This is an optimization exercise on Yosys and OpenROAD, whose aim is small area, a short achievable clock period and few clock cycles per item, not a production implementation.
RTL that was checked went through simulation tests only; none was proved equivalent to the original.
For runs 1 and 4 to 7, only the layout was checked, not whether the RTL still works.
Power is estimated from default activity; no workload was simulated.

`design/flow/design.v`:
```
module rvdff #( parameter WIDTH=1, SHORT=0 )
   (
     input logic [WIDTH-1:0] din,
     input logic           clk,
     input logic                   rst_l,
     output logic [WIDTH-1:0] dout
     );
if (SHORT == 1) begin
   assign dout = din;
end
else begin
   always_ff @(posedge clk or negedge rst_l) begin
      if (rst_l == 0)
        dout[WIDTH-1:0] <= 0;
      else
        dout[WIDTH-1:0] <= din[WIDTH-1:0];
   end
end
endmodule
module rvdffs #( parameter WIDTH=1, SHORT=0 )
   (
     input logic [WIDTH-1:0] din,
     input logic             en,
     input logic           clk,
     input logic                   rst_l,
     output logic [WIDTH-1:0] dout
     );
if (SHORT == 1) begin : genblock
   assign dout = din;
end
else begin : genblock
   rvdff #(WIDTH) dffs (.din((en) ? din[WIDTH-1:0] : dout[WIDTH-1:0]), .*);
end
endmodule
module rvdffe #( parameter WIDTH=1, SHORT=0, OVERRIDE=0 )
   (
     input  logic [WIDTH-1:0] din,
     input  logic           en,
     input  logic           clk,
     input  logic           rst_l,
     input  logic             scan_mode,
     output logic [WIDTH-1:0] dout
     );
if (SHORT == 1) begin : genblock
   if (1) begin : genblock
      assign dout = din;
   end
end
else begin : genblock
   if (1) begin: genblock
      rvdffs #(WIDTH) dff ( .* );
   end
end  
endmodule  
module rvtwoscomp #( parameter WIDTH=32 )
   (
     input logic [WIDTH-1:0] din,
     output logic [WIDTH-1:0] dout
     );
   logic [WIDTH-1:1]          dout_temp;    
   genvar                     i;
   for ( i = 1; i < WIDTH; i++ )  begin : flip_after_first_one
      assign dout_temp[i] = (|din[i-1:0]) ? ~din[i] : din[i];
   end : flip_after_first_one
   assign dout[WIDTH-1:0]  = { dout_temp[WIDTH-1:1], din[0] };
endmodule   
module el2_exu_div_ctl
  (
   input logic           clk,                        
   input logic           rst_l,                      
   input logic           valid,                      
   input logic           unsign,                     
   input logic           rem,                        
   input logic  [31:0]   dividend,                   
   input logic  [31:0]   divisor,                    
   input logic           cancel,                     
   output logic          finish_dly,                 
   output logic [31:0]   out                         
  );
   function automatic logic [5:0] lzc32(input logic [31:0] x);
      logic [31:0]      v;
      logic [31:0][4:0] c;
      integer l, i, n;
      v = x;
      c = '0;
      n = 32;
      for (l = 0; l < 5; l = l + 1) begin
         for (i = 0; i < 16; i = i + 1)
            if (i < n / 2) begin
               c[i] = v[2*i+1] ? c[2*i+1] : (c[2*i] | (5'd1 << l));
               v[i] = v[2*i+1] | v[2*i];
            end
         n = n / 2;
      end
      lzc32 = {v[0], c[0]};
   endfunction
   function automatic logic [31:0] cneg32(input logic [31:0] x, input logic n);
      logic [31:0] o;
      integer d, i;
      o = x;
      for (d = 1; d < 32; d = d * 2)
         for (i = 0; i < 32; i = i + 1)
            if ((i / d) % 2 == 1)
               o[i] = o[i] | o[(i / d) * d - 1];
      cneg32 = x ^ ({o[30:0], 1'b0} & {32{n}});
   endfunction
   function automatic logic [32:0] add32(input logic [31:0] a, input logic [31:0] b, input logic ci);
      logic [31:0] g, p, gg, pp;
      logic [32:0] c;
      integer d, i;
      g  = a & b;
      p  = a ^ b;
      gg = g;
      pp = p;
      gg[0] = g[0] | (p[0] & ci);
      for (d = 1; d < 32; d = d * 2)
         for (i = 2 * d - 1; i < 32; i = i + 2 * d) begin
            gg[i] = gg[i] | (pp[i] & gg[i - d]);
            pp[i] = pp[i] & pp[i - d];
         end
      for (d = 8; d >= 1; d = d / 2)
         for (i = 3 * d - 1; i < 32; i = i + 2 * d) begin
            gg[i] = gg[i] | (pp[i] & gg[i - d]);
            pp[i] = pp[i] & pp[i - d];
         end
      c = {gg, ci};
      add32 = {c[32], p ^ c[31:0]};
   endfunction
   logic        a_neg, b_neg;
   logic [31:0] a_abs;
   logic [5:0]  za, zb, la, lb;
   logic [6:0]  t;
   logic        dz, quick;
   logic        busy_ff, fin_ff;
   logic [3:0]  cnt_ff;
   logic        rem_ff, neg_ff, bneg_ff;
   logic [31:0] r_ff, q_ff;
   logic [32:0] e_ff;                                    
   logic [32:0] e_cur;
   logic [32:0] s1, s2;
   logic        ge1, ge2;
   logic [31:0] r1, r2;
   assign a_neg  = ~unsign & dividend[31];
   assign b_neg  = ~unsign & divisor[31];
   assign a_abs  = cneg32(dividend, a_neg);
   logic [33:0] b_x;
   assign b_x    = {{2{b_neg}}, divisor} ^ {34{~b_neg}};
   assign la     = lzc32(a_abs);
   assign za     = la[5] ? {1'b0, la[4:0]} : 6'd32;        
   assign lb     = lzc32(~b_x[31:0]);
   assign zb     = {1'b0, lb[4:0]};                      
   assign t      = {1'b0, zb} - {1'b0, za};              
   assign dz     = ~lb[5] & ~b_neg;
   assign quick  = dz | t[6];
   assign e_cur  = (e_ff << {cnt_ff, 1'b0}) | (~({33{1'b1}} << {cnt_ff, 1'b0}) & {33{~bneg_ff}});
   assign s1     = add32(r_ff, {e_cur[30:0], ~bneg_ff}, ~bneg_ff);
   assign ge1    = e_cur[32] & e_cur[31] & s1[32];
   assign r1     = ge1 ? s1[31:0] : r_ff;
   assign s2     = add32(r1, e_cur[31:0], ~bneg_ff);
   assign ge2    = e_cur[32] & s2[32];
   assign r2     = ge2 ? s2[31:0] : r1;
   always_ff @(posedge clk or negedge rst_l) begin
      if (!rst_l) begin
         busy_ff <= 1'b0;
         fin_ff  <= 1'b0;
      end
      else begin
         busy_ff <= ~cancel & (valid ? ~quick : (busy_ff & (cnt_ff != 4'd0)));
         fin_ff  <= ~cancel & (valid ? quick  : (busy_ff & (cnt_ff == 4'd0)));
      end
   end
   always_ff @(posedge clk) begin
      if (valid) begin
         cnt_ff  <= t[4:1];
         rem_ff  <= rem;
         neg_ff  <= rem ? a_neg : (dz | (~unsign & (dividend[31] ^ divisor[31])));
         bneg_ff <= b_neg;
         r_ff    <= a_abs;
         q_ff    <= {31'b0, dz};                      
         e_ff    <= b_x[32:0];
      end
      else begin
         cnt_ff  <= cnt_ff - 4'd1;
         r_ff    <= r2;
         q_ff    <= {q_ff[29:0], ge1, ge2};
      end
   end
   assign finish_dly = fin_ff & ~cancel;
   assign out        = {32{finish_dly}} & cneg32(rem_ff ? r_ff : q_ff, neg_ff);
endmodule  
```
`design/flow/flow/run.sh`:
```
#!/bin/bash
set -e
echo "export SETUP_SLACK_MARGIN = 8.0" >> config.mk
echo "export BUFFER_PORTS_ARGS = -buffer_cell sky130_fd_sc_hd__buf_1" >> config.mk
cp config.mk config_used.log
bash standard.sh > standard.log 2>&1
```
`design/flow/standard.sh`:
```
#!/bin/bash
# synth_recipe.tcl (not shown) runs the flow's synth.tcl, then flattens the netlist and writes it again
# the make line also repeats each setting of config.mk as NAME=value (left out here)
make -C /OpenROAD-flow-scripts/flow DESIGN_CONFIG=/design/flow/config.mk WORK_HOME=/design/flow/orfs CLKGATE_MAP_FILE= SYNTH_SCRIPT=/design/flow/synth_recipe.tcl "${@:-finish}"
```
`design/flow/config.mk`:
```
export PLATFORM = sky130hd
export DESIGN_NAME = el2_exu_div_ctl
export DESIGN_NICKNAME = el2_exu_div_ctl
export VERILOG_FILES = /design/flow/design.v
export SDC_FILE = /design/flow/constraint.sdc
export NUM_CORES = 4
export LEC_CHECK = 0
export ABC_AREA = 1
export CAP_MARGIN = 20
export CORE_MARGIN = 2
export CORE_UTILIZATION = 30
export PLACE_DENSITY = 0.5
export SLEW_MARGIN = 20
export SETUP_SLACK_MARGIN = 8.0
export BUFFER_PORTS_ARGS = -buffer_cell sky130_fd_sc_hd__buf_1
```
`design/flow/constraint.sdc`:
```
create_clock -name core_clock -period 15.0 [get_ports {clk}]
set_input_delay 3.0000 -clock core_clock [delete_from_list [all_inputs] [get_ports {clk}]]
set_output_delay 3.0000 -clock core_clock [all_outputs]
set_load 0.01 [all_outputs]
```
==> results of run 1 <==
[worst paths after layout]
path                                start  endpoint  slack (ns)  cells past startpoint
worst min-delay path             q_ff[28]  q_ff[30]        0.42                      2
max in group asynchronous           rst_l   busy_ff       12.37                      1
worst min register to register   q_ff[28]  q_ff[30]        0.42                      2
worst max-delay path               cancel   out[15]        8.05                      8
min in group asynchronous           rst_l    fin_ff        2.46                      1
worst max register to register  cnt_ff[0]  r_ff[23]        8.42                     32
[placed cells by master, fill, tap and decap left out, types with 4 or more instances in the layout]
master	Yosys	layout
nand3_2	5	5
mux2i_1	5	5
a21o_1	13	13
o21ai_1	21	25
nand4_1	7	7
clkbuf_2	0	5
o211ai_1	12	12
a31oi_1	8	7
nand2_1	512	509
inv_1	231	225
edfxtp_1	35	35
a21oi_2	2	5
nand3_1	126	126
fa_1	34	34
o2111ai_1	6	6
o21ai_0	131	126
xor2_1	27	27
nor2_2	10	12
o21ai_2	12	13
nor2_4	4	7
nor3_2	4	4
nor2_1	128	123
buf_1	9	89
or2_2	8	8
buf_4	8	29
nor3_1	26	25
ha_1	68	68
dfxtp_1	68	64
o22ai_1	17	16
o21a_1	14	14
clkinvlp_4	0	6
xnor2_1	26	26
nand2_4	4	6
clkbuf_16	0	11
inv_2	6	5
buf_2	11	7
a21oi_1	99	95
nand2_2	6	7
[flip-flops by register name, summed over array words and instances, names as in the netlist]
signal / cells
r_ff: 32
e_ff: 32
bneg_ff: 1
q_ff: 32
cnt_ff: 4
fin_ff: 1
rem_ff: 1
busy_ff: 1
neg_ff: 1
[cells by family (layout without fill, tap and decap cells)]
group	Yosys count	after routing	synth area share, %
adders and majority gates	102	102	13.3
and+or+nand+nor	852	854	31.7
AOI/OAI and AO/OA	356	356	17.9
xor gates and xnor gates	54	54	4.17
muxes	5	5	0.435
buffers and inverters	306	395	11.1
DFF	105	105	21.4
[layout make-up]
type	count	area, sq um
Timing Repair inverter	2	12.5
Tap cell	511	639
Sequential cell	105	2470
Clock buffer	10	229
Clock inverter	6	57.6
Timing Repair Buffer	137	744
Multi-Input combinational cell	1371	7940
Inverter	240	930
Fill cell	4158	24700
[critical path, stage by stage]
cell	delay [ns]
buf_2	0.14
inv_4	0.08
nand2_8	0.07
clkinvlp_4	0.13
clkbuf_16	0.15
o21ai_0	0.07
a21oi_1	0.13
buf_1	0.17
[report_power, final]
group | total [mW] | leakage (nW) | internal [mW] | switching (mW)
clock | 0.241 | 0.141 | 0.117 | 0.124
combinational | 2.42 | 5.04 | 0.902 | 1.52
sequential | 0.452 | 0.932 | 0.365 | 0.0861
[routing by layer]
metal / up-vias / GRT usage (%) / part of all wire (%)
li1: 5976 / - / -
met1: 5471 / 28.4 / 51
met2: 334 / 29.4 / 42
met3: 47 / 1.78 / 4.7
met4: 0 / 4.50 / 2.1
met5: - / 0 / 0
[what timing repair did]
action	in CTS	in global routing
setup buffers	8	19
gates resized for setup	33	42
gates cloned	3	3
hold buffers	0	0
endpoints found under the setup margin	66	53
pin swaps	5	3
==> flow_summary.toml, run 1 <==
[run_status]
status = "no timing/DRC/antenna violations"

[placed_design]
io_buffers = 102
hpwl_microns = 29800
place_inst = 2333
place_congestion = 0.965
dp_slack_ns = 6.41
place_area_sq_um = 12200

[route]
first_pass_iters = 5
drt-wirelength-per-cell_microns = 16.0
drc = 0
drt_iter0_drc = 952
drtAntennaViolNets = 0
viasPerCell = 4.97
routed_wl_microns = 38100
vias = 11800

[yosys]
syn_nets = 1952
synthTopCellsByArea = "nand2_1 (17%), dfxtp_1 (12%), edfxtp_1 (9.1%)"
syn_area_sq_um = 11500
yosys.area.top_type_share_pct = 16.7
synth_top_flop_cell = "dfxtp_1"
synth-edff-count = 35
ys_ff_latch = 105
async_flop_share_pct = 1.90
avgSynthCellArea_sq_um = 6.47
yosysWarningCount = 1
synth.most_common_cell = "nand2_1"
yosys-top-cells-count = "nand2_1 (512), inv_1 (231), o21ai_0 (131), nor2_1 (128), nand3_1 (126)"
synth.largest_area_cell = "nand2_1"
ys_types = 61
seq_area_frac_synth_pct = 21.4
syn_inst = 1780

[cells_and_area]
drive_gt1_share_pct = 8.98
area_delta_synth_final_pct = 13.1
antenna_cells = 0
final_area_sq_um = 13000
finalNetCount = 2038
final_cells = 2382
fin_util_pct = 34.5

[cts]
cts-root-buf = "clkbuf_16"
clk_path_buf_depth = 2
cts_tree = "done"
clock_sinks = 105
cts_made_buffers = 9
htreeDepth = 3
clk-insertion-delay-late_ns = 0.37
clkSlewWorstSetupHoldPaths_ns = 0.07

[sta]
finalSetupTns_ns = 0
finalWorstSetupSlack_ns = 8.05
period_share_pct = 46.3
setup_violations = 0
report.final.slew_viol_count = 0
hold_viol = 0
post-route-min-period_ns = 6.95
clock_skew_ns = 0.0168
rsz0062_at_grt = "yes"
whs_ns = 0.421
max_freq_mhz = 144
tightest_slew_ns = 0.865
slew_headroom_pct = 42.3

[global_route]
grt_usage_pct = 19.0
grt.overflow.total = 0
grt_pass1_vias = 10900
antenna_found_initial = 0
grt_max_degree = 67
grt_pass1_wl_microns = 59300

[min_path]
holdCritPathClass = "reg2reg"

[flow_run]
drv_cap = 0

[worst_setup_path]
worstPathArrival_ns = 3.95
critPathCaptureType = "primary output"
crit_required_ns = 12.00
start_kind = "primary input"
worstSetupPathType = "in2out"
cp_max_fo = 7

[pwr]
fin_total_pwr_mw = 3.11
powerDensity_nw_per_um2 = 239
p_leak_nw = 6.12
max-vdd-ir-drop_uv = 145

[floorplanning]
rows = 71
start_util_pct = 30.5
die_w_microns = 200
die_h_microns = 200
io_pins = 103
core_sq_um = 37800
die_area_sq_um = 40000
==> run 2: changes to the inputs <==
--- a/design/flow/design.v
+++ b/design/flow/design.v
@@ -135,2 +135,3 @@
    logic [3:0]  cnt_ff;
+   logic [3:0]  sh_ff;                                   
    logic        rem_ff, neg_ff, bneg_ff;
@@ -154,3 +155,3 @@
    assign quick  = dz | t[6];
-   assign e_cur  = (e_ff << {cnt_ff, 1'b0}) | (~({33{1'b1}} << {cnt_ff, 1'b0}) & {33{~bneg_ff}});
+   assign e_cur  = (e_ff << {sh_ff, 1'b0}) | (~({33{1'b1}} << {sh_ff, 1'b0}) & {33{~bneg_ff}});
    assign s1     = add32(r_ff, {e_cur[30:0], ~bneg_ff}, ~bneg_ff);
@@ -174,2 +175,3 @@
          cnt_ff  <= t[4:1];
+         sh_ff   <= t[4:1];
          rem_ff  <= rem;
@@ -183,4 +185,6 @@
          cnt_ff  <= cnt_ff - 4'd1;
+         sh_ff   <= 4'd0;
          r_ff    <= r2;
          q_ff    <= {q_ff[29:0], ge1, ge2};
+         e_ff    <= {2'b11, e_cur[32:2]};
       end
--- a/design/flow/config.mk
+++ b/design/flow/config.mk
@@ -11,2 +11,4 @@
 export CORE_UTILIZATION = 30
+export CTS_BUF_LIST = sky130_fd_sc_hd__clkbuf_8
+export CTS_CLUSTER_SIZE = 20
 export PLACE_DENSITY = 0.5
==> run 2 against run 1 <==
  * Still clean on timing, DRC and antenna
  * First-iteration DRC count shrank 14%
  * Cell count grew 1.6%
  * Die area shrank 1.0%
  * Critical path depth is the same
  * Register-to-register slack lost 0.07 ns
  * Setup slack lost 0.016 ns
  * Cell area is essentially flat
  * Synthesized area shrank 1.0%
  * Clock power shrank 27%
  * Worst hold slack lost 0.0074 ns
  * Global-route usage grew 1.2 points
  * Critical path type unchanged
==> flow_summary.toml, run 2 <==
[run_status]
status = "no timing/DRC/antenna violations"

[worst_setup_path]
worstPathBufferInverterCount = 5
cp_max_fo = 5
max_stage_delay_ns = 0.19
worstPathArrival_ns = 3.97
crit_required_ns = 12.00
path_cells = "buf_6 -> inv_4 -> nand2_8 -> clkinvlp_4 -> clkbuf_16 -> o21ai_0 -> a21oi_1 -> buf_2"
start_kind = "primary input"
slowest_stage = "clkinvlp_4"
critPathCaptureType = "primary output"
worstSetupPathType = "in2out"
crit_family = "buffers and inverters"

[pwr]
power_switching_mw = 1.40
p_int_mw = 1.18
powerDensity_nw_per_um2 = 198
p_leak_nw = 6.19
max-vdd-ir-drop_uv = 77.0
pwr-share-comb_pct = 75.3
seqPwrFrac_pct = 17.9
clockPowerShare_pct = 6.9
switching_share_pct = 54.2

[global_route]
grt_pass1_vias = 11200
grt_usage_pct = 20.2
grt_pass1_wl_microns = 61500
grt.overflow.total = 0
antenna_found_initial = 0
grt_max_degree = 84

[placed_design]
hpwl_microns = 31400
place_inst = 2372
place_area_sq_um = 12200
place_congestion = 0.890
io_buffers = 102

[route]
viasPerCell = 4.91
routed_wl_microns = 40100
drt_iter0_drc = 821
drt-wirelength-per-cell_microns = 16.6
first_pass_iters = 5
vias = 11900
drc = 0
drtAntennaViolNets = 0

[cells_and_area]
final_cell_mix = "nand2_1 (522), inv_1 (198), nor2_1 (130), o21ai_0 (129), nand3_1 (113)"
fill_cells = 4133
layout_commonest_cell = "nand2_1"
finalNetCount = 2074
seq_area_sq_um = 2240
antenna_cells = 0
area_delta_synth_final_pct = 14.4
final_cells = 2420
final_area_sq_um = 13000
drive_gt1_share_pct = 11.7
multiInputGateArea_sq_um = 8200
reg.largest.list = "e_ff x32, q_ff x32, r_ff x32"

[flow_run]
drv_cap = 0

[yosys]
yosys.area.top_type_share_pct = 18.3
syn_area_sq_um = 11400
synth.most_common_cell = "nand2_1"
synth.largest_area_cell = "dfxtp_1"
seq_area_frac_synth_pct = 19.5
synth-edff-count = 3
synth_top_flop_cell = "dfxtp_1"
async_flop_share_pct = 1.83
yosys-top-cells-count = "nand2_1 (525), inv_1 (203), o21ai_0 (155), nor2_1 (137), nand3_1 (113)"
syn_nets = 1981
syn_inst = 1811
synthTopCellsByArea = "dfxtp_1 (18%), nand2_1 (17%), ha_1 (7.2%)"
ys_types = 56
ys_ff_latch = 109
avgSynthCellArea_sq_um = 6.29
yosysWarningCount = 1

[sta]
slew_headroom_pct = 41.5
rsz0062_at_grt = "yes"
setup_violations = 0
period_share_pct = 46.4
hold_viol = 0
clock_skew_ns = 0.0195
tightest_slew_ns = 0.878
finalSetupTns_ns = 0
report.final.slew_viol_count = 0
max_freq_mhz = 144
post-route-min-period_ns = 6.97

[floorplanning]
die_w_microns = 199
rows = 71
core_sq_um = 37600
start_util_pct = 30.3
io_pins = 103
die_h_microns = 199
die_area_sq_um = 39600

[cts]
clkSlewWorstSetupHoldPaths_ns = 0.12
htreeDepth = 3
clk-insertion-delay-late_ns = 0.43
cts_tree = "done"
cts-root-buf = "clkbuf_8"
clock_sinks = 109
cts_made_buffers = 9
clk_path_buf_depth = 2

[min_path]
holdCritPathClass = "reg2reg"
## run 2: layout make-up
class                   count  share of cell area (%)
repair inverters            3                   0.134
clock buffers               9                   0.950
inverters                 220                    6.57
multi-input cells        1412                    62.9
well taps                 511                    4.90
flip-flops and latches    109                    17.2
repair buffers            149                    6.97
clock inverters             7                   0.403
## run 2: what timing repair did
item                       4_1_cts  5_1_grt
cloned                           2        6
hold endpoints to repair         0        0
hold buffers                     0        0
resized for setup               40       96
pin swaps                        2        1
setup endpoints to repair       66       51
buffers inserted                 5       19
## run 2: path summary, 6_finish.rpt
| kind | startpoint | end | slack (ns) | cells past startpoint |
|---|---|---|---|---|
| min | q_ff[27] | q_ff[29] | 0.41 | 2 |
| min reg2reg | q_ff[27] | q_ff[29] | 0.41 | 2 |
| max | cancel | out[17] | 8.03 | 8 |
| min in group asynchronous | rst_l | fin_ff | 2.36 | 1 |
| max reg2reg | sh_ff[0] | r_ff[23] | 8.35 | 37 |
| max in group asynchronous | rst_l | busy_ff | 12.51 | 1 |
## run 2: cell families after synthesis
kind of cell / after synthesis / synth area share [%]
and+or+nand+nor: 887 / 33.9
muxes: 5 / 0.439
adders and majority gates: 100 / 13.2
AOI/OAI and AO/OA: 354 / 17.4
DFF: 109 / 19.5
xor gates and xnor gates: 66 / 5.14
buffers and inverters: 290 / 10.4
## run 2: worst register-to-register path: cells and delay by family (launching register included)
| family | cells | cell delay [ns] |
|---|---|---|
| AOI/OAI and AO/OA | 12 | 1.99 |
| buffers and inverters | 7 | 1.08 |
| xor gates and xnor gates | 1 | 0.15 |
| DFF | 1 | 0.38 |
| and+or+nand+nor | 13 | 1.48 |
| adders and majority gates | 4 | 1.49 |
## run 2: per-layer routing
layer	part of all wire [%]	vias to the layer above	track usage [%]	wire [microns]
li1	-	6065	-	-
met1	46	5444	26.4	18400
met2	46	311	33.6	18400
met3	4.9	56	2.58	1970
met4	3.4	0	8.26	1360
met5	0	-	0	0
## run 2: metrics by stage
stage / util, % / hold slack [ns] / worst slack [ns] / total power, mW
2_1_floorplan: - / 0.399 / 8.07 / 1.77
3_3_place_gp: 32.5 / 0.401 / 6.40 / 2.26
3_5_place_dp: 32.5 / 0.407 / 6.13 / 2.25
4_1_cts: 33.4 / 0.424 / 8.00 / 2.48
5_1_grt: 34.7 / 0.431 / 7.96 / 2.85
6_report: 34.7 / 0.414 / 8.03 / 2.57
## run 2: power groups by stage
stage / clock, mW / combinational, mW / sequential [mW]
final: 0.176 / 1.94 / 0.460
after global routing: 0.191 / 2.19 / 0.470
after CTS: 0.183 / 1.84 / 0.460
after detailed placement: 0 / 1.79 / 0.464
after global placement: 0 / 1.79 / 0.465
after floorplan: 0 / 1.35 / 0.422
Testbench counts of run 2, summed over its fixed seeds: cycles 16,266, items 3,200.
==> run 3: changes to the inputs <==
--- a/design/flow/config.mk
+++ b/design/flow/config.mk
@@ -11,4 +11,2 @@
 export CORE_UTILIZATION = 30
-export CTS_BUF_LIST = sky130_fd_sc_hd__clkbuf_8
-export CTS_CLUSTER_SIZE = 20
 export PLACE_DENSITY = 0.5
==> run 3 against run 2 <==
  * Utilization is 0.057 points lower
  * Total power increased by 2.1%
  * Critical path depth unchanged
  * Global-route usage is essentially flat
  * Cell count fell by 0.37%
  * Fmax is 0.37% higher
  * Sequential power about the same
  * Sequential cell count did not move
  * Worst hold slack better by 0.0015 ns
==> flow_summary.toml, run 3 <==
[run_status]
status = "no timing/DRC/antenna violations"

[route]
drc = 0
drtAntennaViolNets = 0
drt_iter0_drc = 850
viasPerCell = 4.89
routed_wl_microns = 39900
drt-wirelength-per-cell_microns = 16.5
first_pass_iters = 5
vias = 11800

[sta]
post-route-min-period_ns = 6.94
hold_viol = 0
report.final.slew_viol_count = 0
setup_violations = 0
finalSetupTns_ns = 0
period_share_pct = 46.3
tightest_slew_ns = 0.872
max_freq_mhz = 144
clock_skew_ns = 0.0130
finalWorstSetupSlack_ns = 8.06
rsz0062_at_grt = "yes"
whs_ns = 0.416
slew_headroom_pct = 41.8

[yosys]
synth.largest_area_cell = "dfxtp_1"
syn_inst = 1811
yosys-top-cells-count = "nand2_1 (525), inv_1 (203), o21ai_0 (155), nor2_1 (137), nand3_1 (113)"
ys_ff_latch = 109
synthTopCellsByArea = "dfxtp_1 (18%), nand2_1 (17%), ha_1 (7.2%)"
syn_nets = 1981
syn_area_sq_um = 11400
ys_types = 56
avgSynthCellArea_sq_um = 6.29
seq_area_frac_synth_pct = 19.5
synth_top_flop_cell = "dfxtp_1"
yosys.area.top_type_share_pct = 18.3
synth-edff-count = 3
synth.most_common_cell = "nand2_1"
yosysWarningCount = 1
async_flop_share_pct = 1.83

[worst_setup_path]
crit_required_ns = 12.00
critPathCaptureType = "primary output"
worstPathArrival_ns = 3.94
path_cells = "buf_1 -> inv_2 -> nand2_8 -> clkinvlp_4 -> buf_12 -> o21ai_0 -> a21oi_1 -> buf_2"
regToRegSetupSlack_ns = 8.42
slowest_stage = "a21oi_1"
max_stage_delay_ns = 0.15
worstSetupPathType = "in2out"
start_kind = "primary input"
crit_family = "buffers and inverters"
cp_max_fo = 19
worstPathBufferInverterCount = 5

[floorplanning]
die_area_sq_um = 39600
io_pins = 103
core_sq_um = 37600
die_h_microns = 199
start_util_pct = 30.3
die_w_microns = 199
rows = 71

[cts]
clock_sinks = 109
clk-insertion-delay-late_ns = 0.38
cts-root-buf = "clkbuf_16"
cts_tree = "done"
cts_made_buffers = 9
postCtsHoldBufs = 0
htreeDepth = 3
clk_path_buf_depth = 2
clkSlewWorstSetupHoldPaths_ns = 0.08

[cells_and_area]
final_cell_mix = "nand2_1 (523), inv_1 (197), o21ai_0 (144), nor2_1 (131), nand3_1 (113)"
final_cells = 2411
seq_area_sq_um = 2240
drive_gt1_share_pct = 10.7
layout_commonest_cell = "nand2_1"
antenna_cells = 0
final_area_sq_um = 13000
finalNetCount = 2065
area_delta_synth_final_pct = 14.2
multiInputGateArea_sq_um = 8180
fin_util_pct = 34.6
reg.largest.list = "e_ff x32, q_ff x32, r_ff x32"
fill_cells = 4117

[global_route]
antenna_found_initial = 0
grt_usage_pct = 20.2
grt.overflow.total = 0
grt_pass1_vias = 11200
grt_pass1_wl_microns = 61600
grt_max_degree = 84

[pwr]
max-vdd-ir-drop_uv = 78.0
p_leak_nw = 6.18
fin_total_pwr_mw = 2.63
powerDensity_nw_per_um2 = 202

[placed_design]
place_congestion = 0.890
place_inst = 2372
hpwl_microns = 31400
dp_slack_ns = 6.13
place_area_sq_um = 12200
io_buffers = 102

[min_path]
holdCritPathClass = "reg2reg"

[flow_run]
drv_cap = 0
run 3: cell counts after synthesis:
No cell type changed its count.
run 3: area by class of cell:
type,count,area share (%)
clock buffers,10,1.76
repair buffers,140,6.18
clock inverters,6,0.375
repair inverters,3,0.154
well taps,511,4.91
inverters,220,6.58
flip-flops and latches,109,17.2
multi-input cells,1412,62.8
run 3: what timing repair did:
| action | in CTS | in global routing |
|---|---|---|
| gates resized for setup | 41 | 65 |
| gates cloned | 2 | 4 |
| setup buffers | 6 | 11 |
| endpoints found under the setup margin | 66 | 51 |
| pin swaps | 2 | 4 |
run 3: kinds of logic (layout without fill, tap and decap cells):
logic type,count (synthesis),after routing,synth area share (%)
buf+inv,290,379,10.4
xor+xnor,66,66,5.14
mux,5,5,0.439
fa+ha+maj,100,100,13.2
flops,109,109,19.5
compound gates,354,354,17.4
simple gates,887,887,33.9
run 3: where the power goes:
part / switching, mW / internal (mW) / leakage [nW] / total (mW)
Sequential: 0.0896 / 0.372 / 0.922 / 0.461
Combinational: 1.19 / 0.745 / 5.13 / 1.93
Clock: 0.121 / 0.114 / 0.125 / 0.235
run 3: final timing paths:
| path | to | from | cells after the start |
|---|---|---|---|
| max | out[26] | cancel | 8 |
| min | q_ff[29] | q_ff[27] | 2 |
| max reg2reg | r_ff[23] | sh_ff[0] | 38 |
| min reg2reg | q_ff[29] | q_ff[27] | 2 |
| max in group asynchronous | busy_ff | rst_l | 1 |
| min in group asynchronous | fin_ff | rst_l | 1 |
run 3: per-layer routing:
metal	part of all wire, %	GRT usage, %	up-vias
met1	45	26.4	5380
li1	-	-	6043
met2	46	33.6	312
met5	0	0	-
met3	4.9	2.59	63
met4	3.6	8.51	0
run 3: worst register-to-register path: cells and delay by family, from the launching register on:
| family | cells | cell delay, ns |
|---|---|---|
| fa+ha+maj | 4 | 1.48 |
| compound gates | 14 | 2.28 |
| buf+inv | 7 | 0.96 |
| simple gates | 12 | 1.21 |
| flops | 1 | 0.40 |
| xor+xnor | 1 | 0.15 |
==> run 4: changes to the inputs <==
--- a/design/flow/design.v
+++ b/design/flow/design.v
@@ -191,4 +191,7 @@
    end
+   logic [31:0] res;
+   assign res        = ({32{fin_ff &  rem_ff}} & r_ff) |
+                       ({32{fin_ff & ~rem_ff}} & q_ff);
    assign finish_dly = fin_ff & ~cancel;
-   assign out        = {32{finish_dly}} & cneg32(rem_ff ? r_ff : q_ff, neg_ff);
+   assign out        = {32{~cancel}} & cneg32(res, fin_ff & neg_ff);
 endmodule  
==> design/flow/flow/run.sh (replaced) <==
#!/bin/bash
set -e
echo "export SETUP_SLACK_MARGIN = 8.25" >> config.mk
echo "export BUFFER_PORTS_ARGS = -buffer_cell sky130_fd_sc_hd__buf_1" >> config.mk
cp config.mk config_used.log
bash standard.sh > standard.log 2>&1
--- a/design/flow/config.mk
+++ b/design/flow/config.mk
@@ -11,5 +11,6 @@
 export CORE_UTILIZATION = 30
+export GPL_ROUTABILITY_DRIVEN = 0
 export PLACE_DENSITY = 0.5
 export SLEW_MARGIN = 20
-export SETUP_SLACK_MARGIN = 8.0
+export SETUP_SLACK_MARGIN = 8.25
 export BUFFER_PORTS_ARGS = -buffer_cell sky130_fd_sc_hd__buf_1
==> run 4 against run 3 <==
  * Total power shrank 1.6%
  * Cell area grew 0.71%
  * Setup slack gained 0.21 ns
  * Still clean
  * Synthesized area grew 0.36%
==> flow_summary.toml, run 4 <==
[yosys]
syn_area_sq_um = 11400
ys_types = 53
synth.most_common_cell = "nand2_1"
synth.largest_area_cell = "dfxtp_1"
synth_top_flop_cell = "dfxtp_1"
ys_ff_latch = 109
synthTopCellsByArea = "dfxtp_1 (18%), nand2_1 (15%), inv_1 (7.8%)"
yosys.area.top_type_share_pct = 18.2
async_flop_share_pct = 1.83
syn_inst = 1806
synth-edff-count = 3
seq_area_frac_synth_pct = 19.4
yosys-top-cells-count = "nand2_1 (471), inv_1 (237), o21ai_0 (160), nor2_1 (139), nand3_1 (131)"
syn_nets = 1976
yosysWarningCount = 1
avgSynthCellArea_sq_um = 6.33

[placed_design]
hpwl_microns = 31100
io_buffers = 102
dp_slack_ns = 6.90

[cts]
clkSlewWorstSetupHoldPaths_ns = 0.08
clock_sinks = 109
clk_path_buf_depth = 2
cts_made_buffers = 9
cts_tree = "done"
clk-insertion-delay-late_ns = 0.37
htreeDepth = 3
cts-root-buf = "clkbuf_16"
postCtsHoldBufs = 0

[sta]
rsz0062_at_grt = "yes"
slew_headroom_pct = 27.1
finalWorstSetupSlack_ns = 8.27
report.final.slew_viol_count = 0
clock_skew_ns = 0.00666
post-route-min-period_ns = 6.73
tightest_slew_ns = 1.09
period_share_pct = 44.9
max_freq_mhz = 148
setup_violations = 0
finalSetupTns_ns = 0
hold_viol = 0

[floorplanning]
start_util_pct = 30.4
die_area_sq_um = 39700
die_w_microns = 199
die_h_microns = 199
core_sq_um = 37600
io_pins = 103
rows = 71

[global_route]
grt_pass1_wl_microns = 62600
grt_usage_pct = 20.4
grt.overflow.total = 0
grt-busiest-layer = "met2"
grt_max_degree = 67
use_met2_pct = 34.6
grt_pass1_vias = 11400
grt_util_met1_pct = 27.1
antenna_found_initial = 2
grt.met3_usage_pct = 1.89

[worst_setup_path]
r2r-start = "sh_ff[3]"
crit_required_ns = 12.00
crit_start = "cancel"
worstPathArrival_ns = 3.73
critPathCaptureType = "primary output"
worstSetupPathType = "in2out"
start_kind = "primary input"
cp_max_fo = 6

[cells_and_area]
seq_area_sq_um = 2240
reg.largest.list = "e_ff x32, q_ff x32, r_ff x32"
drive_gt1_share_pct = 10.5
final_cell_mix = "nand2_1 (468), inv_1 (230), o21ai_0 (140), nor2_1 (133), nand3_1 (131)"
layout_commonest_cell = "nand2_1"
area_delta_synth_final_pct = 14.6
fin_util_pct = 34.9
multiInputGateArea_sq_um = 8170
finalNetCount = 2069
fill_cells = 4187

[route]
first_pass_iters = 5
drtAntennaViolNets = 0
drt_iter0_drc = 1032
vias = 12100
viasPerCell = 5.00
drt-wirelength-per-cell_microns = 16.8
routed_wl_microns = 40600
drc = 0

[min_path]
min_from = "q_ff[20]"
holdCritPathClass = "reg2reg"

[pwr]
p_leak_nw = 6.19
powerDensity_nw_per_um2 = 197
max-vdd-ir-drop_uv = 84.0

[run_status]
status = "no timing/DRC/antenna violations"

[flow_run]
drv_cap = 0
run 4: changes by cell type in the layout (fill, tap and decap cells not counted), moves of 8 or more:
cell / previous run / this run
inv_2: 15 / 7
o22ai_1: 15 / 31
nand3_1: 113 / 131
buf_4: 30 / 38
nand2_1: 523 / 468
inv_1: 197 / 230
run 4: per-layer routing:
layer / vias up / wire length, microns
met5: - / 12
met4: 2 / 1280
met3: 64 / 1840
met2: 356 / 18900
met1: 5587 / 18600
li1: 6072 / -
run 4: layout make-up:
type                            instances  area share, %
Clock inverter                          6          0.372
Inverter                              246           7.26
Clock buffer                           10           1.75
Timing Repair Buffer                  146           6.20
Multi-Input combinational cell       1384           62.3
Timing Repair inverter                  3          0.153
Tap cell                              511           4.88
Sequential cell                       109           17.1
Antenna cell                            1         0.0191
run 4: logic make-up (layout without fill, tap and decap cells):
logic type | Yosys count | count (layout) | synth area share (%)
DFF | 109 | 109 | 19.4
muxes | 4 | 4 | 0.350
and+or+nand+nor | 839 | 842 | 32.4
adders and majority gates | 100 | 100 | 13.2
xor gates and xnor gates | 68 | 68 | 5.27
buffers and inverters | 316 | 411 | 11.3
AOI/OAI and AO/OA | 370 | 370 | 18.1
other | 0 | 1 | 0
run 4: power breakdown:
group / internal [mW] / switching, mW / total (mW)
clock: 0.115 / 0.129 / 0.244
combinational: 0.725 / 1.16 / 1.88
sequential: 0.371 / 0.0881 / 0.459
total: 1.21 / 1.38 / 2.59
run 4: timing repair:
item,CTS,global route
pin swaps,2,7
endpoints found under the setup margin,66,50
setup buffers,7,18
cloned,6,2
resized for setup,55,65
run 4: final timing paths:
| path | to | cells after the start | slack [ns] |
|---|---|---|---|
| setup / recovery | out[31] | 6 | 8.27 |
| hold / removal | q_ff[22] | 2 | 0.42 |
| setup reg to reg | r_ff[23] | 37 | 8.59 |
| hold reg to reg | q_ff[22] | 2 | 0.42 |
| max in group asynchronous | busy_ff | 1 | 12.42 |
| min in group asynchronous | fin_ff | 1 | 2.42 |
run 4: stage by stage:
stage | instance area, sq um | hold WS [ns] | power [mW] | cells
after global routing | 13100 | 0.440 | 2.87 | 2415
after detailed placement | 12200 | 0.413 | 2.18 | 2366
after global placement | 12200 | 0.406 | 2.17 | 2366
after floorplan | 11400 | 0.405 | 1.73 | 1806
final | 13100 | 0.418 | 2.59 | 2416
after CTS | 12700 | 0.425 | 2.50 | 2395
run 4: critical path, cell delays in order:
cell and delay (ns):
buf_16 0.11, clkinvlp_4 0.09, buf_6 0.14, o21ai_1 0.07, a21oi_1 0.16, buf_2 0.16
==> run 5: changes to the inputs <==
--- a/design/flow/design.v
+++ b/design/flow/design.v
@@ -135,6 +135,5 @@
    logic [3:0]  cnt_ff;
-   logic [3:0]  sh_ff;                                   
    logic        rem_ff, neg_ff, bneg_ff;
    logic [31:0] r_ff, q_ff;
-   logic [32:0] e_ff;                                    
+   logic [31:0] e_ff;                                    
    logic [32:0] e_cur;
@@ -155,3 +154,3 @@
    assign quick  = dz | t[6];
-   assign e_cur  = (e_ff << {sh_ff, 1'b0}) | (~({33{1'b1}} << {sh_ff, 1'b0}) & {33{~bneg_ff}});
+   assign e_cur  = ({1'b1, e_ff} << {cnt_ff, 1'b0}) | (~({33{1'b1}} << {cnt_ff, 1'b0}) & {33{~bneg_ff}});
    assign s1     = add32(r_ff, {e_cur[30:0], ~bneg_ff}, ~bneg_ff);
@@ -175,3 +174,2 @@
          cnt_ff  <= t[4:1];
-         sh_ff   <= t[4:1];
          rem_ff  <= rem;
@@ -181,3 +179,3 @@
          q_ff    <= {31'b0, dz};                      
-         e_ff    <= b_x[32:0];
+         e_ff    <= b_x[31:0];
       end
@@ -185,13 +183,8 @@
          cnt_ff  <= cnt_ff - 4'd1;
-         sh_ff   <= 4'd0;
          r_ff    <= r2;
          q_ff    <= {q_ff[29:0], ge1, ge2};
-         e_ff    <= {2'b11, e_cur[32:2]};
       end
    end
-   logic [31:0] res;
-   assign res        = ({32{fin_ff &  rem_ff}} & r_ff) |
-                       ({32{fin_ff & ~rem_ff}} & q_ff);
    assign finish_dly = fin_ff & ~cancel;
-   assign out        = {32{~cancel}} & cneg32(res, fin_ff & neg_ff);
+   assign out        = {32{finish_dly}} & cneg32(rem_ff ? r_ff : q_ff, neg_ff);
 endmodule  
==> design/flow/flow/run.sh (replaced) <==
#!/bin/bash
set -e
echo "export SETUP_SLACK_MARGIN = 8.0" >> config.mk
echo "export BUFFER_PORTS_ARGS = -buffer_cell sky130_fd_sc_hd__buf_1" >> config.mk
cp config.mk config_used.log
bash standard.sh > standard.log 2>&1
--- a/design/flow/config.mk
+++ b/design/flow/config.mk
@@ -11,6 +11,5 @@
 export CORE_UTILIZATION = 30
-export GPL_ROUTABILITY_DRIVEN = 0
 export PLACE_DENSITY = 0.5
 export SLEW_MARGIN = 20
-export SETUP_SLACK_MARGIN = 8.25
+export SETUP_SLACK_MARGIN = 8.0
 export BUFFER_PORTS_ARGS = -buffer_cell sky130_fd_sc_hd__buf_1
==> run 5 against run 4 <==
  * Still clean
  * Cell count shrank 1.7%
  * First-iteration DRC count shrank 14%
  * Non-clock buffer count shrank 19
  * Clock-buffer cell count shrank 1
  * Sequential share of layout area grew 1.7 points
  * Synthesized area grew 2.7%
  * Routed wire length shrank 5.6%
  * Cell area grew 0.56%
  * Register-to-register slack lost 0.13 ns
  * Critical path type unchanged
  * Largest power group unchanged
==> flow_summary.toml, run 5 <==
[route]
drt-wirelength-per-cell_microns = 16.1
routed_wl_microns = 38300
drtAntennaViolNets = 0
first_pass_iters = 5
drc = 0
viasPerCell = 4.88
vias = 11600
drt_iter0_drc = 885

[yosys]
synth_compound_area_share_pct = 17.8
synth-simple-area-share_pct = 32.2
synth_top_family_by_area = "simple AND/OR/NAND/NOR gates"
synth.most_common_cell = "nand2_1"
yosys.area.top_type_share_pct = 15.2
async_flop_share_pct = 1.90
synth_fa_ha_area_share_pct = 13.0
synth_top_flop_cell = "dfxtp_1"
synth.largest_area_cell = "nand2_1"
yosysWarningCount = 1
synth-edff-count = 35
avgSynthCellArea_sq_um = 6.62
ys_ff_latch = 105
seq_area_frac_synth_pct = 21.0
ys_types = 65
synthTopCellsByArea = "nand2_1 (15%), dfxtp_1 (12%), edfxtp_1 (8.9%)"
syn_area_sq_um = 11700
yosys-top-cells-count = "nand2_1 (476), inv_1 (230), nor2_1 (128), o21ai_0 (121), nand3_1 (118)"
syn_nets = 1948
synth_mux_area_share_pct = 0.511
synth_xor_area_share_pct = 4.43
syn_inst = 1776

[cells_and_area]
antenna_cells = 0
reg.largest.list = "e_ff x32, q_ff x32, r_ff x32"
multiInputGateArea_sq_um = 8160
seq_area_sq_um = 2470
area_delta_synth_final_pct = 12.2
drive_gt1_share_pct = 10.8
fill_cells = 4274
final_cell_mix = "nand2_1 (472), inv_1 (225), nor2_1 (124), nand3_1 (118), o21ai_0 (111)"
layout_commonest_cell = "nand2_1"
finalNetCount = 2024

[cts]
htreeDepth = 3
clk_path_buf_depth = 2
cts-root-buf = "clkbuf_16"
cts_made_buffers = 9
clock_sinks = 105
cts_tree = "done"
postCtsHoldBufs = 0
clk-insertion-delay-late_ns = 0.39
clkSlewWorstSetupHoldPaths_ns = 0.08

[sta]
finalSetupTns_ns = 0
tightest_slew_ns = 0.894
period_share_pct = 46.4
rsz0062_at_grt = "yes"
report.final.slew_viol_count = 0
post-route-min-period_ns = 6.96
setup_violations = 0
max_freq_mhz = 144
clock_skew_ns = 0.0177
slew_headroom_pct = 39.8
whs_ns = 0.421
hold_viol = 0

[global_route]
grt_usage_pct = 18.7
grt_max_degree = 69
grt_pass1_vias = 10900
antenna_found_initial = 0
grt_pass1_wl_microns = 60300
grt.overflow.total = 0

[worst_setup_path]
critPathCapture = "out[1]"
worstRegToRegCells = 35
path_cells = "buf_2 -> inv_4 -> nand2_8 -> clkinvlp_4 -> buf_6 -> buf_4 -> nand2_1 -> nor2_1 -> buf_1"
cp_max_fo = 11
worstSetupPathType = "in2out"
worstPathArrival_ns = 3.96
regToRegSetupSlack_ns = 8.46
start_kind = "primary input"
critical_path_depth = 9
r2r-start = "cnt_ff[0]"
crit_family = "buffers and inverters"
worstPathBufferInverterCount = 6
max_stage_delay_ns = 0.17
crit_start = "cancel"
slowest_stage = "buf_1"
crit_required_ns = 12.00
regToRegEndpoint = "r_ff[23]"
critPathCaptureType = "primary output"

[pwr]
powerDensity_nw_per_um2 = 242
max-vdd-ir-drop_uv = 127
fin_total_pwr_mw = 3.20
p_leak_nw = 6.12

[placed_design]
place_congestion = 0.902
io_buffers = 102
hpwl_microns = 30400

[floorplanning]
die_h_microns = 202
rows = 72
die_w_microns = 202
io_pins = 103
start_util_pct = 30.4
die_area_sq_um = 40800
core_sq_um = 38600

[run_status]
status = "no timing/DRC/antenna violations"

[min_path]
worstHoldPathCells = 2
holdCritPathClass = "reg2reg"

[flow_run]
drv_cap = 0
[run 5: cell count changes after synthesis, moves of 11 or more]
cell and delta:
o21ai_2 +17, dfxtp_1 -36, nor2_1 -11, nand3_1 -13, o21ai_0 -39, o22ai_1 -14
edfxtp_1 +32, o21a_1 +12
[run 5: how the worst min path moves through the flow]
stage	slack, ns	end	start
6_report	0.42	q_ff[31]	q_ff[29]
5_1_grt	0.45	q_ff[14]	q_ff[12]
4_1_cts	0.42	q_ff[31]	q_ff[29]
3_5_place_dp	0.41	q_ff[31]	q_ff[29]
3_3_place_gp	0.40	q_ff[31]	q_ff[29]
2_1_floorplan	0.40	q_ff[21]	q_ff[19]
[run 5: cell families (layout without fill, tap and decap cells)]
group	Yosys count	count (layout)
and+or+nand+nor	842	844
AOI/OAI and AO/OA	355	355
buffers and inverters	310	389
DFF	105	105
adders and majority gates	102	102
xor gates and xnor gates	56	56
muxes	6	6
[run 5: area by class of cell]
type | instances | area share, %
repair inverters | 1 | 0.0380
well taps | 518 | 4.92
clock buffers | 9 | 1.71
multi-input cells | 1363 | 61.9
flip-flops and latches | 105 | 18.8
clock inverters | 7 | 0.674
repair buffers | 127 | 4.78
inverters | 245 | 7.20
[run 5: report_power, final]
part           total [mW]  internal [mW]  switching (mW)
logic                2.46          0.914            1.55
registers           0.468          0.366           0.102
clock network       0.266          0.134           0.132
total                3.20           1.41            1.78
[run 5: stage by stage]
stage	util (%)	setup WS, ns	area, sq um	cells
after floorplan	-	8.05	11700	1776
after global placement	32.2	6.74	12500	2337
after detailed placement	32.2	6.60	12500	2337
after CTS	33.6	8.02	13000	2366
after global routing	34.1	7.98	13200	2375
final	34.1	8.04	13200	2375
[run 5: worst reg2reg max path, delay by kind of cell (launching register included)]
family | cells | cell delay (ns)
AND/OR/NAND/NOR | 14 | 2.02
AO/OA/AOI/OAI | 12 | 1.99
adder cells (fa/ha/maj) | 4 | 1.41
buffers and inverters | 5 | 0.60
flip-flops | 1 | 0.41
[run 5: what timing repair did]
| item | in CTS | in global routing |
|---|---|---|
| setup endpoints to repair | 66 | 43 |
| resized for setup | 41 | 36 |
| buffers inserted | 11 | 7 |
| pin swaps | 4 | 6 |
| cloned | 2 | 2 |
[run 5: routing by layer]
metal,global-route usage [%],vias up,part of all wire (%)
met5,0,-,0
met4,5.20,0,2.1
met3,2.55,53,5.4
met2,28.5,302,43
met1,27.5,5281,50
li1,-,5950,-
==> run 6: changes to the inputs <==
--- a/design/flow/config.mk
+++ b/design/flow/config.mk
@@ -11,3 +11,3 @@
 export CORE_UTILIZATION = 30
-export PLACE_DENSITY = 0.5
+export PLACE_DENSITY = 0.65
 export SLEW_MARGIN = 20
==> run 6 against run 5 <==
  * Sequential share of layout area is essentially flat
  * Die area unchanged
  * Cell area barely moved
  * Setup slack gained 0.014 ns
  * Highest routed layer unchanged
==> flow_summary.toml, run 6 <==
[run_status]
status = "no timing/DRC/antenna violations"

[global_route]
grt_max_degree = 71
grt_pass1_vias = 11100
grt.met3_usage_pct = 2.77
grt_pass1_wl_microns = 58600
grt.overflow.total = 0
grt-busiest-layer = "met2"
grt_util_met1_pct = 25.7
use_met2_pct = 26.9
antenna_found_initial = 0
grt_usage_pct = 17.8

[sta]
whs_ns = 0.421
tightest_slew_ns = 0.879
post-route-min-period_ns = 6.95
setup_violations = 0
slew_headroom_pct = 41.4
finalWorstSetupSlack_ns = 8.05
rsz0062_at_grt = "yes"
report.final.slew_viol_count = 0
clock_skew_ns = 0.0151
hold_viol = 0
period_share_pct = 46.3
max_freq_mhz = 144
finalSetupTns_ns = 0

[floorplanning]
core_sq_um = 38600
die_area_sq_um = 40800
io_pins = 103
die_h_microns = 202
die_w_microns = 202
rows = 72
start_util_pct = 30.4

[route]
vias = 11900
drtAntennaViolNets = 0
drt_iter0_drc = 1077
viasPerCell = 5.01
drt-wirelength-per-cell_microns = 15.3
drc = 0
routed_wl_microns = 36500
first_pass_iters = 5

[flow_run]
drv_cap = 0

[cells_and_area]
reg.largest.list = "e_ff x32, q_ff x32, r_ff x32"
finalNetCount = 2030
antenna_cells = 0
fill_cells = 4184
area_delta_synth_final_pct = 12.1
drive_gt1_share_pct = 10.5
final_cell_mix = "nand2_1 (474), inv_1 (225), nor2_1 (123), nand3_1 (118), o21ai_0 (116)"
layout_commonest_cell = "nand2_1"

[min_path]
holdCritPathClass = "reg2reg"
min_from = "q_ff[29]"

[yosys]
synth.most_common_cell = "nand2_1"
synth_top_flop_cell = "dfxtp_1"
async_flop_share_pct = 1.90
yosys.area.top_type_share_pct = 15.2
syn_nets = 1948
syn_area_sq_um = 11700
syn_inst = 1776
seq_area_frac_synth_pct = 21.0
synth.largest_area_cell = "nand2_1"
yosys-top-cells-count = "nand2_1 (476), inv_1 (230), nor2_1 (128), o21ai_0 (121), nand3_1 (118)"
avgSynthCellArea_sq_um = 6.62
synth-edff-count = 35
synthTopCellsByArea = "nand2_1 (15%), dfxtp_1 (12%), edfxtp_1 (8.9%)"
yosysWarningCount = 1
ys_types = 65
ys_ff_latch = 105

[placed_design]
hpwl_microns = 29000
place_congestion = 0.916
io_buffers = 102
dp_slack_ns = 7.25

[pwr]
p_leak_nw = 6.09
powerDensity_nw_per_um2 = 237
max-vdd-ir-drop_uv = 120
fin_total_pwr_mw = 3.13

[worst_setup_path]
crit_required_ns = 12.00
start_kind = "primary input"
worstPathArrival_ns = 3.95
crit_start = "cancel"
critPathCaptureType = "primary output"
cp_max_fo = 5
r2r-start = "cnt_ff[0]"
worstSetupPathType = "in2out"

[cts]
htreeDepth = 3
clk-insertion-delay-late_ns = 0.37
clkSlewWorstSetupHoldPaths_ns = 0.08
clock_sinks = 105
cts_made_buffers = 9
clk_path_buf_depth = 2
cts_tree = "done"
postCtsHoldBufs = 0
cts-root-buf = "clkbuf_16"
==> run 6: cell counts after synthesis <==
No cell type changed its count.
==> run 6: final timing paths <==
kind                             to  slack [ns]  depth (start not counted)
max in group asynchronous   busy_ff       12.38                          1
hold / removal             q_ff[31]        0.42                          2
setup reg to reg           r_ff[27]        8.46                         34
hold reg to reg            q_ff[31]        0.42                          2
setup / recovery            out[11]        8.05                          8
min in group asynchronous    fin_ff        2.45                          1
==> run 6: critical path: stages <==
cell	delay, ns
buf_2	0.14
inv_4	0.08
nand2_8	0.08
clkinvlp_4	0.12
buf_4	0.13
o21ai_0	0.07
a21oi_1	0.15
buf_1	0.17
==> run 6: cell type report <==
| cell class | count | area (sq um) | area share (%) |
|---|---|---|---|
| Clock inverter | 6 | 48.8 | 0.370 |
| Clock buffer | 10 | 229 | 1.74 |
| Multi-Input combinational cell | 1363 | 8170 | 62.0 |
| Inverter | 245 | 946 | 7.18 |
| Sequential cell | 105 | 2470 | 18.8 |
| Timing Repair Buffer | 133 | 658 | 5.00 |
| Tap cell | 518 | 648 | 4.92 |
| Timing Repair inverter | 1 | 5.00 | 0.0380 |
==> run 6: repair_timing <==
action                     CTS  global route
pin swaps                    3             8
gates resized for setup     23            42
cloned                       2             2
setup endpoints to repair   66            45
setup buffers                5            17
==> run 6: layer usage <==
metal  vias to the layer above  wire [microns]
met3                        65            3030
li1                       5957               -
met1                      5450           17000
met2                       456           15200
met4                         0            1240
met5                         -               0
==> run 6: per-stage QoR <==
step	instances	utilization, %	instance area, sq um
6_report	2381	34.1	13200
5_1_grt	2381	34.1	13200
2_1_floorplan	1776	-	11700
4_1_cts	2362	33.3	12900
3_5_place_dp	2339	32.3	12500
3_3_place_gp	2339	32.3	12500
==> run 6: cell families (layout without fill, tap and decap cells) <==
kind of cell | count (synthesis) | in the layout | synth area share (%)
buffers and inverters | 310 | 395 | 11.1
multiplexers | 6 | 6 | 0.511
adder cells (fa/ha/maj) | 102 | 102 | 13.0
AND/OR/NAND/NOR | 842 | 844 | 32.2
flip-flops | 105 | 105 | 21.0
XOR/XNOR | 56 | 56 | 4.43
AO/OA/AOI/OAI | 355 | 355 | 17.8
==> run 6: power by group <==
part	leakage [nW]	internal (mW)	switching, mW
combinational	5.03	0.903	1.53
clock	0.133	0.115	0.123
sequential	0.931	0.365	0.0898
total	6.09	1.38	1.74
==> run 7: changes to the inputs <==
==> design/flow/flow/run.sh (replaced) <==
#!/bin/bash
set -e
echo "export SETUP_SLACK_MARGIN = 8.25" >> config.mk
echo "export BUFFER_PORTS_ARGS = -buffer_cell sky130_fd_sc_hd__buf_1" >> config.mk
cp config.mk config_used.log
bash standard.sh > standard.log 2>&1
--- a/design/flow/config.mk
+++ b/design/flow/config.mk
@@ -11,5 +11,5 @@
 export CORE_UTILIZATION = 30
-export PLACE_DENSITY = 0.65
+export PLACE_DENSITY = 0.5
 export SLEW_MARGIN = 20
-export SETUP_SLACK_MARGIN = 8.0
+export SETUP_SLACK_MARGIN = 8.25
 export BUFFER_PORTS_ARGS = -buffer_cell sky130_fd_sc_hd__buf_1
==> run 7 against run 6 <==
  * Utilization grew 1.1 points
  * Cell count grew 0.34%
  * Clock-buffer cell count is the same
  * Non-clock buffer count grew 3
  * Sequential cell count is the same
  * Still clean
  * Largest power group unchanged
  * Die area is the same
  * Highest routed layer unchanged
  * Largest cell class unchanged
==> flow_summary.toml, run 7 <==
[worst_setup_path]
critical_path_depth = 7
r2r-start = "cnt_ff[0]"
critPathCapture = "out[21]"
slowest_stage = "buf_2"
regToRegSetupSlack_ns = 8.65
critPathCaptureType = "primary output"
cpMostUsedCell = "clkinv_8"
start_kind = "primary input"
crit_family = "buffers and inverters"
worstSetupPathType = "in2out"
crit_start = "cancel"
worstPathBufferInverterCount = 4
max_stage_delay_ns = 0.15
regToRegEndpoint = "r_ff[23]"
cp_max_fo = 5
crit_required_ns = 12.00
worstPathArrival_ns = 3.77
worstRegToRegCells = 35
path_cells = "buf_12 -> clkinv_8 -> nand2_8 -> clkinv_8 -> o21ai_2 -> a21oi_1 -> buf_2"

[pwr]
max-vdd-ir-drop_uv = 108
p_leak_nw = 6.35
powerDensity_nw_per_um2 = 238

[flow_run]
drv_cap = 0

[global_route]
grt_pass1_vias = 10900
grt.overflow.total = 0
grt_usage_pct = 18.5
grt_pass1_wl_microns = 59800
antenna_found_initial = 1
grt_max_degree = 67

[cells_and_area]
reg.largest.list = "e_ff x32, q_ff x32, r_ff x32"
final_cell_mix = "nand2_1 (472), inv_1 (224), nor2_1 (119), nand3_1 (116), o21ai_0 (92)"
final_cells = 2389
area_delta_synth_final_pct = 15.7
layout_commonest_cell = "nand2_1"
final_area_sq_um = 13600
finalNetCount = 2037
drive_gt1_share_pct = 14.7

[sta]
clock_skew_ns = 0.0195
max_freq_mhz = 148
rsz0062_at_grt = "yes"
report.final.slew_viol_count = 0
hold_viol = 0
post-route-min-period_ns = 6.77
whs_ns = 0.419
setup_violations = 0
period_share_pct = 45.1
tightest_slew_ns = 0.944
slew_headroom_pct = 37.1
finalSetupTns_ns = 0

[cts]
clk_path_buf_depth = 2
clk-insertion-delay-late_ns = 0.37
postCtsHoldBufs = 0
clock_sinks = 105
cts_made_buffers = 9
htreeDepth = 3
cts-root-buf = "clkbuf_16"
clkSlewWorstSetupHoldPaths_ns = 0.08
cts_tree = "done"

[route]
vias = 11700
met3WireLength_microns = 2230
routed_wl_microns = 38200
drt_iter0_drc = 822
first_pass_iters = 5
met1Wirelength_microns = 19100
wl_met2_microns = 16000
drtAntennaViolNets = 0
drc = 0
drt-wirelength-per-cell_microns = 16.0
viasPerCell = 4.90
highest_layer = "met4"

[placed_design]
place_inst = 2337
place_area_sq_um = 12500
io_buffers = 102
place_congestion = 0.923
hpwl_microns = 29900

[yosys]
yosys.area.top_type_share_pct = 15.2
synth-edff-count = 35
seq_area_frac_synth_pct = 21.0
syn_inst = 1776
ys_types = 65
yosysWarningCount = 1
async_flop_share_pct = 1.90
synth.largest_area_cell = "nand2_1"
avgSynthCellArea_sq_um = 6.62
syn_area_sq_um = 11700
synth_top_flop_cell = "dfxtp_1"
synthTopCellsByArea = "nand2_1 (15%), dfxtp_1 (12%), edfxtp_1 (8.9%)"
yosys-top-cells-count = "nand2_1 (476), inv_1 (230), nor2_1 (128), o21ai_0 (121), nand3_1 (118)"
ys_ff_latch = 105
syn_nets = 1948
synth.most_common_cell = "nand2_1"

[floorplanning]
io_pins = 103
die_area_sq_um = 40800
die_w_microns = 202
core_sq_um = 38600
start_util_pct = 30.4
die_h_microns = 202
rows = 72

[min_path]
min_from = "q_ff[28]"
holdCritPathClass = "reg2reg"
worstHoldPathCells = 2

[run_status]
status = "no timing/DRC/antenna violations"
## run 7: worst register-to-register path, delay by kind of cell (launching register included)
kind | cells | cell delay (ns)
adder cells (fa/ha/maj) | 4 | 1.39
AO/OA/AOI/OAI | 13 | 2.57
buffers and inverters | 5 | 0.56
AND/OR/NAND/NOR | 13 | 1.34
flip-flops | 1 | 0.40
## run 7: per-stage QoR
step	util (%)	total power [mW]	worst slack, ns
global placement	32.2	2.69	7.31
finish	35.2	3.23	8.23
detailed placement	32.2	2.72	7.15
global route	35.2	3.59	8.19
floorplan	-	2.17	8.29
CTS	34.1	3.06	8.22
## run 7: how the worst min path moves through the flow
stage	to
after floorplan	q_ff[21]
after global placement	q_ff[30]
after detailed placement	q_ff[30]
after CTS	q_ff[30]
after global routing	q_ff[20]
final	q_ff[30]
## run 7: logic make-up after synthesis
group	synth area share, %
simple gates	32.2
buf+inv	11.1
mux	0.511
flops	21.0
compound gates	17.8
fa+ha+maj	13.0
xor+xnor	4.43
## run 7: layout make-up
class                      instances  area (sq um)
antenna                            1          2.50
clock buffer                      10           239
clock inverter                     6          56.3
fill                            4178         25100
inverter                         245           971
multi-input combinational       1365          8380
sequential                       105          2470
tap                              518           648
timing repair buffer             136           783
timing repair inverter             3          32.5
## run 7: timing repair
item                       in CTS  in global routing
setup endpoints to repair      66                 67
pin swaps                      12                 11
cloned                          6                  2
buffers inserted                9                 18
gates resized for setup       107                 73
## run 7: layer usage
layer  GRT usage, %  up-vias
li1               -     5986
met1           27.4     5363
met2           27.8      320
met3           2.68       46
met4           5.44        0
met5              0        -
## run 7: power breakdown
group	total [mW]	internal (mW)	switching (mW)	leakage, nW
clock	0.246	0.122	0.125	0.145
sequential	0.468	0.366	0.101	0.932
combinational	2.52	0.956	1.56	5.27
total	3.23	1.44	1.79	6.35
==> run 8: changes to the inputs <==
--- a/design/flow/design.v
+++ b/design/flow/design.v
@@ -187,4 +187,7 @@
    end
+   logic [31:0] res;
+   assign res        = ({32{fin_ff &  rem_ff}} & r_ff) |
+                       ({32{fin_ff & ~rem_ff}} & q_ff);
    assign finish_dly = fin_ff & ~cancel;
-   assign out        = {32{finish_dly}} & cneg32(rem_ff ? r_ff : q_ff, neg_ff);
+   assign out        = {32{~cancel}} & cneg32(res, fin_ff & neg_ff);
 endmodule  
==> design/flow/flow/run.sh (replaced) <==
#!/bin/bash
set -e
echo "export SETUP_SLACK_MARGIN = 8.0" >> config.mk
echo "export BUFFER_PORTS_ARGS = -buffer_cell sky130_fd_sc_hd__buf_1" >> config.mk
cp config.mk config_used.log
bash standard.sh > standard.log 2>&1
--- a/design/flow/config.mk
+++ b/design/flow/config.mk
@@ -13,3 +13,3 @@
 export SLEW_MARGIN = 20
-export SETUP_SLACK_MARGIN = 8.25
+export SETUP_SLACK_MARGIN = 8.0
 export BUFFER_PORTS_ARGS = -buffer_cell sky130_fd_sc_hd__buf_1
==> run 8 against run 7 <==
  * Cell count shrank 0.80%
  * Synthesized area shrank 1.2%
  * Cell area shrank 4.0%
  * Combinational power is essentially flat
  * Sequential cell count is the same
  * Utilization shrank 1.2 points
  * Global-route usage grew 0.58 points
  * Clock power grew 4%
  * Clock skew shrank 0.0027 ns
  * Fmax shrank 1.7%
  * Via count shrank 0.65%
  * Critical endpoint is now out[19]
  * Highest routed layer unchanged
==> flow_summary.toml, run 8 <==
[route]
vias = 11600
routed_wl_microns = 38800
first_pass_iters = 5
drt_iter0_drc = 900
drt-wirelength-per-cell_microns = 16.4
drc = 0
drtAntennaViolNets = 0
viasPerCell = 4.91

[floorplanning]
io_pins = 103
rows = 72
core_sq_um = 38400
die_h_microns = 201
die_w_microns = 201
start_util_pct = 30.2
die_area_sq_um = 40300

[sta]
post-route-min-period_ns = 6.88
rsz0062_at_grt = "yes"
period_share_pct = 45.9
slew_headroom_pct = 35.0
max_freq_mhz = 145
setup_violations = 0
tightest_slew_ns = 0.964
report.final.slew_viol_count = 0
finalWorstSetupSlack_ns = 8.12
hold_viol = 0
clock_skew_ns = 0.0168
finalSetupTns_ns = 0

[placed_design]
dp_slack_ns = 7.28
hpwl_microns = 31000
io_buffers = 102
place_congestion = 0.955

[min_path]
min_from = "q_ff[13]"
holdCritPathClass = "reg2reg"

[worst_setup_path]
cp_max_fo = 17
crit_required_ns = 12.00
worstSetupPathType = "in2out"
r2r-start = "cnt_ff[0]"
start_kind = "primary input"
regToRegSetupSlack_ns = 8.41
crit_start = "cancel"
worstPathArrival_ns = 3.88
critPathCaptureType = "primary output"

[yosys]
yosysWarningCount = 1
synth_top_flop_cell = "dfxtp_1"
syn_nets = 1940
avgSynthCellArea_sq_um = 6.56
syn_inst = 1768
yosys.area.top_type_share_pct = 14.7
async_flop_share_pct = 1.90
syn_area_sq_um = 11600
synthTopCellsByArea = "nand2_1 (15%), dfxtp_1 (12%), edfxtp_1 (9.1%)"
synth.most_common_cell = "nand2_1"
yosys-top-cells-count = "nand2_1 (453), inv_1 (249), nand3_1 (138), nor2_1 (137), o21ai_0 (125)"
ys_ff_latch = 105
ys_types = 58
synth-edff-count = 35
synth.largest_area_cell = "nand2_1"
seq_area_frac_synth_pct = 21.2

[cells_and_area]
reg.largest.list = "e_ff x32, q_ff x32, r_ff x32"
seq_area_sq_um = 2470
multiInputGateArea_sq_um = 8000
fill_cells = 4289
drive_gt1_share_pct = 9.23
antenna_cells = 0
finalNetCount = 2019
area_delta_synth_final_pct = 12.4
fin_util_pct = 34.0
layout_commonest_cell = "nand2_1"
final_cell_mix = "nand2_1 (448), inv_1 (244), nand3_1 (137), nor2_1 (133), o21ai_0 (115)"

[cts]
postCtsHoldBufs = 0
clock_sinks = 105
cts_made_buffers = 9
clk-insertion-delay-late_ns = 0.37
clk_path_buf_depth = 2
clkSlewWorstSetupHoldPaths_ns = 0.08
cts-root-buf = "clkbuf_16"
cts_tree = "done"
htreeDepth = 3

[pwr]
max-vdd-ir-drop_uv = 92.8
powerDensity_nw_per_um2 = 247
fin_total_pwr_mw = 3.22
p_leak_nw = 6.05

[global_route]
grt_pass1_vias = 10900
grt_usage_pct = 19.1
grt.overflow.total = 0
grt_pass1_wl_microns = 60900
grt_max_degree = 67
antenna_found_initial = 0

[run_status]
status = "no timing/DRC/antenna violations"

[flow_run]
drv_cap = 0
==> run 8: cell types whose count changed after synthesis, moves of 7 or more <==
| cell | before | now |
|---|---|---|
| clkbuf_1 | 29 | 22 |
| inv_1 | 230 | 249 |
| nand2_1 | 476 | 453 |
| nand3_1 | 118 | 138 |
| nand3_2 | 13 | 6 |
| nor2_1 | 128 | 137 |
| nor3_1 | 28 | 14 |
| o21a_1 | 19 | 7 |
| o22ai_1 | 18 | 42 |
==> run 8: path summary, 6_finish.rpt <==
check                           endpoint  cells after the start
worst min-delay path            q_ff[15]                      2
worst max register to register  r_ff[27]                     37
worst min register to register  q_ff[15]                      2
max in group asynchronous         fin_ff                      1
min in group asynchronous        busy_ff                      1
worst max-delay path             out[19]                      6
==> run 8: routing by layer <==
layer  track usage, %  routed length [microns]
met5                0                        0
met4             4.95                      775
met3             2.19                     2320
met2             28.2                    15800
met1             29.2                    19800
==> run 8: power by group <==
group	switching (mW)	total, mW	leakage, nW	internal (mW)
logic	1.58	2.50	4.97	0.912
clock network	0.124	0.257	0.150	0.133
registers	0.102	0.468	0.931	0.366
==> run 8: final cells by class <==
cell class                 count  area share (%)
sequential                   105            18.9
clock inverter                 6           0.556
clock buffer                  10            1.76
inverter                     259            7.65
timing repair buffer         126            4.61
multi-input combinational   1342            61.3
tap                          518            4.97
timing repair inverter         4           0.192
==> run 8: kinds of logic (layout without fill, tap and decap cells) <==
logic type	count (synthesis)	count (layout)	synth area share, %
xor gates and xnor gates	57	57	4.56
AOI/OAI and AO/OA	363	363	18.1
and+or+nand+nor	813	815	30.6
DFF	105	105	21.2
adders and majority gates	102	102	13.2
buffers and inverters	323	405	11.8
muxes	5	5	0.431
==> run 8: through the flow <==
stage	area, sq um	instances	hold WS, ns
2_1_floorplan	11600	1768	0.405
3_3_place_gp	12300	2330	0.417
3_5_place_dp	12300	2330	0.418
4_1_cts	12700	2355	0.429
5_1_grt	13000	2370	0.447
6_report	13000	2370	0.428
==> run 8: critical path: stages <==
cell	delay, ns
buf_4	0.19
clkinvlp_4	0.09
buf_4	0.17
o21ai_0	0.11
a21oi_1	0.14
buf_1	0.17
==> run 8: what timing repair did <==
item	CTS	global route
resized for setup	19	48
setup endpoints to repair	55	40
pin swaps	1	9
buffers inserted	4	13
gates cloned	5	2
Testbench counts of run 8, summed over its fixed seeds: cycles 16,266, items 3,200.

[static timing again, ports no longer ideal]
Ports are ideal in the flow. The routed layouts listed here were re-timed in OpenROAD.
Step 1 (the two cells are an assumption about what drives the block):
set clk [get_ports {clk}]
set_driving_cell -lib_cell sky130_fd_sc_hd__clkbuf_16 $clk
set_driving_cell -lib_cell sky130_fd_sc_hd__buf_2 [delete_from_list [all_inputs] $clk]
Step 2, shift: input delay + t, output delay - t, t = (earliest + latest rising clock arrival at the registers) / 2. This alone moves slack from input paths to output paths.
Three values: ideal ports, drivers, drivers and shift; two values: the first two.
| run | t, ns | setup slack, ns | hold slack, ns | worst register clock-pin slew, ns |
|---|---|---|---|---|
| run 1 | 0.409 | 8.050 / 8.023 / 8.023 | 0.421 / 0.421 / 0.421 | 0.09 / 0.09 |
| run 2 | 0.460 | 8.033 / 8.000 / 8.000 | 0.414 / 0.414 / 0.414 | 0.12 / 0.12 |
| run 3 | 0.419 | 8.059 / 8.038 / 8.038 | 0.416 / 0.416 / 0.416 | 0.08 / 0.08 |
| run 4 | 0.419 | 8.266 / 8.196 / 8.169 | 0.418 / 0.418 / 0.418 | 0.08 / 0.08 |
| run 5 | 0.425 | 8.041 / 8.014 / 8.014 | 0.421 / 0.421 / 0.421 | 0.09 / 0.09 |
| run 6 | 0.407 | 8.055 / 8.032 / 7.883 | 0.421 / 0.421 / 0.421 | 0.08 / 0.08 |
| run 7 | 0.411 | 8.234 / 8.187 / 8.186 | 0.419 / 0.419 / 0.419 | 0.09 / 0.09 |
| run 8 | 0.410 | 8.120 / 8.097 / 8.097 | 0.428 / 0.428 / 0.428 | 0.09 / 0.09 |
After both steps every run listed still meets setup and hold. For run 6, which loses most, drivers alone change the setup slack by -0.023 ns; drivers and shift together by -0.172 ns.
